From an optimization exercise on the open Yosys and OpenROAD flow, aimed at small area, a short achievable clock period and few clock cycles per item; shortcuts taken in it are not production practice. Function was checked by simulation only, so behaviour that the tests miss may differ from the original.

// decoder_3nrm_mld_final_v3
module decoder_3nrm_mld_final_v3 (
    input wire clk,
    input wire rst_n,
    input wire start,
    input wire [63:0] residues_in,
    output reg [15:0] data_out,
    output reg valid,
    output reg uncorrectable
);
Settings: LEC_CHECK=0, ABC_AREA=1, ABC_CLOCK_PERIOD_IN_PS=20000, CAP_MARGIN=20, CORE_MARGIN=2, CORE_UTILIZATION=40, CTS_CLUSTER_DIAMETER=500, CTS_CLUSTER_SIZE=100, SLEW_MARGIN=20, SYNTH_MEMORY_MAX_BITS=65536; clock period 110.0 ns.
standard.sh (not shown) runs the stock make flow with config.mk's settings and CLKGATE_MAP_FILE= SYNTH_SCRIPT=/design/flow/synth_recipe.tcl, a recipe that flattens the netlist after the stock synthesis.
==> flow/flow/run.sh <==
#!/bin/bash
# The standard layout, with the port buffers that buffer_ports inserts taken
# from sky130_fd_sc_hd__buf_2 (every input and output port is still buffered).
set -o pipefail
cat standard.sh > flow_standard_sh_copy.log 2>&1
export BUFFER_PORTS_ARGS="-buffer_cell sky130_fd_sc_hd__buf_2"
bash standard.sh > standard.log 2>&1
Testbench counts at the start, summed over its fixed seeds: cycles 2,836, items 480.
==> next run, changes <==
CTS_CLUSTER_DIAMETER = not set   (was 500)
CTS_CLUSTER_SIZE = not set   (was 100)
Result:
- wire length does not change
- core utilization stays the same
- worst setup slack does not change
- register-to-register slack barely changes
- global-route usage is unchanged
- hold slack stays the same

* * *

== the previous run ==
Another version of the RTL of decoder_3nrm_mld_final_v3 (not shown whole).
Size in the first run: ~110 flip-flops, about 85 I/O pins, ~0.023 mm^2 of cells after synthesis.
clock: 110.0 ns
lec_check: 0
abc_area: 1
abc_clock_period_in_ps: 20000
cap_margin: 20
core_margin: 2
core_utilization: 40
slew_margin: 20
synth_memory_max_bits: 65536
Scripts as last shown in full above: flow/flow/run.sh
Testbench counts of the previous run, summed over its fixed seeds: cycles 2,836, items 480.
### the previous run -> the current run
==> flow/run.sh (new file) <==
#!/bin/bash
# synth_recipe.tcl (not shown) runs the flow's synth.tcl, then flattens the netlist and writes it again
# the make line also repeats each setting of config.mk as NAME=value (left out here)
make -C /OpenROAD-flow-scripts/flow DESIGN_CONFIG=/design/flow/config.mk WORK_HOME=/design/flow/orfs CLKGATE_MAP_FILE= SYNTH_SCRIPT=/design/flow/synth_recipe.tcl finish
removed: flow/flow/run.sh
removed: flow/standard.sh
Notes after the runs:
- The count of antenna diodes in the layout in the current run sits 1 below the value recorded for the previous run.
- The current run: met2 routed wirelength higher than the previous run
- The proportion of cell area occupied by registers was comparable across the previous run and the current run.
- Measured against each other, the previous run and the current run differ in stage delay of the slowest cell on the critical path, the lower figure coming from the previous run.
- Global-route wire length before repair (the current run over the previous run): increase, about 0.45%
- Delta (the current run minus the previous run): global routing met1 resource utilization +0.47 points; total wirelength of the detailed-routed design up 0.54%; core utilization higher.
- Diff the previous run..the current run | multiplexer share of the synthesized area | unchanged

* * *

the reference run:
Another version of the RTL of decoder_3nrm_mld_final_v3 (not shown whole).
For scale: about 3000 cells after synthesis, roughly 85 I/O pins.
// decoder_3nrm_mld_final_v3
module decoder_3nrm_mld_final_v3 (
    input wire clk,
    input wire rst_n,
    input wire start,
    input wire [63:0] residues_in,
    output reg [15:0] data_out,
    output reg valid,
    output reg uncorrectable
);
function automatic [24:0] rca(input [23:0] a, input [23:0] b, input ci);
  integer i; reg c;
  begin
    c = ci;
    for (i = 0; i < 24; i = i + 1) begin
      rca[i] = a[i] ^ b[i] ^ c;
      c = (a[i] & b[i]) | (a[i] & c) | (b[i] & c);
    end
    rca[24] = c;
  end
endfunction
function automatic [23:0] csa3(input [23:0] a, input [23:0] b, input [23:0] c);
  reg [24:0] t;
  begin
    t = rca(a ^ b ^ c, {((a & b) | (a & c) | (b & c)), 1'b0}, 1'b0);
    csa3 = t[23:0];
  end
endfunction
function automatic [23:0] csa4(input [23:0] a, input [23:0] b, input [23:0] c, input [23:0] d);
  reg [23:0] s, k;
  begin
    s = a ^ b ^ c; k = {((a & b) | (a & c) | (b & c)), 1'b0};
    csa4 = csa3(s, k, d);
  end
endfunction
function automatic [23:0] csa5(input [23:0] a, input [23:0] b, input [23:0] c, input [23:0] d, input [23:0] e);
  reg [23:0] s, k;
  begin
    s = a ^ b ^ c; k = {((a & b) | (a & c) | (b & c)), 1'b0};
    csa5 = csa4(s, k, d, e);
  end
endfunction
function automatic [23:0] csa6(input [23:0] a, input [23:0] b, input [23:0] c, input [23:0] d, input [23:0] e, input [23:0] f);
  reg [23:0] s1, k1, s2, k2;
  begin
  ...
export LEC_CHECK = 0
export ABC_AREA = 1
export ABC_CLOCK_PERIOD_IN_PS = 20000
export CAP_MARGIN = 20
export CORE_MARGIN = 2
export CORE_UTILIZATION = 65
export PLACE_DENSITY = 0.75
export SLEW_MARGIN = 20
export SYNTH_MEMORY_MAX_BITS = 65536
create_clock -name core_clock -period 110.0 [get_ports {clk}]
run.sh (not shown) runs the stock make flow with config.mk's settings and CLKGATE_MAP_FILE= SYNTH_SCRIPT=/design/flow/synth_recipe.tcl, a recipe that flattens the netlist after the stock synthesis.
Stock flow here: none of the scripts above is used.
Testbench counts of the reference run, summed over its fixed seeds: cycles 2,836, items 480.
For the trial run, these inputs were changed with respect to the reference run:
Settings: PLACE_DENSITY no longer set, was 0.75; CORE_UTILIZATION now 40, was 65.
[summary]
Reported for the trial run and the reference run, xor and xnor fraction of the mapped netlist area turned out identical to the last digit.
Changes observed in the trial run relative to the reference run: sequential share of layout area essentially unchanged; final critical-path share of the clock period essentially unchanged; setup slack of the most critical reg-to-reg path decreased 0.20 ns; initial antenna violation count essentially unchanged.
Re number of placed instances, taps included: the trial run and the reference run aren't equal, and the lower value belongs to the reference run.
Diff the reference run..the trial run | share of async-settable or async-resettable flops after synthesis | unchanged
For the final weighted congestion in routability-driven placement, the trial run came in about 4% lower than the reference run did.

port drivers added, routing unchanged:
No port has a modelled driver above. Below, the same layouts with a new extraction and two added sets of constraints. Step 1: set_driving_cell puts a clkbuf_16 on clk and a buf_2 on each other input, an assumption about the parent block. Step 2 also shifts input and output timing later by t, the mid clock arrival at the registers, as if the neighbouring blocks saw the same clock. Three values: ideal, step 1, step 2; two values: the first two.
run	t (ns)	setup WS [ns]	clock arrival spread, ns
the first run of note 1	0.454	87.025 / 86.972 / 87.426	0.014 / 0.014
the second run of note 1	0.454	87.025 / 86.972 / 87.426	0.014 / 0.014
the previous run	0.466	87.034 / 86.977 / 87.442	0.020 / 0.019
the current run	0.458	86.688 / 86.633 / 87.091	0.016 / 0.016
the reference run	0.514	86.660 / 86.604 / 87.117	0.016 / 0.015
the trial run	0.524	86.657 / 86.600 / 87.124	0.029 / 0.028
After both steps setup and hold are still met in every run listed.
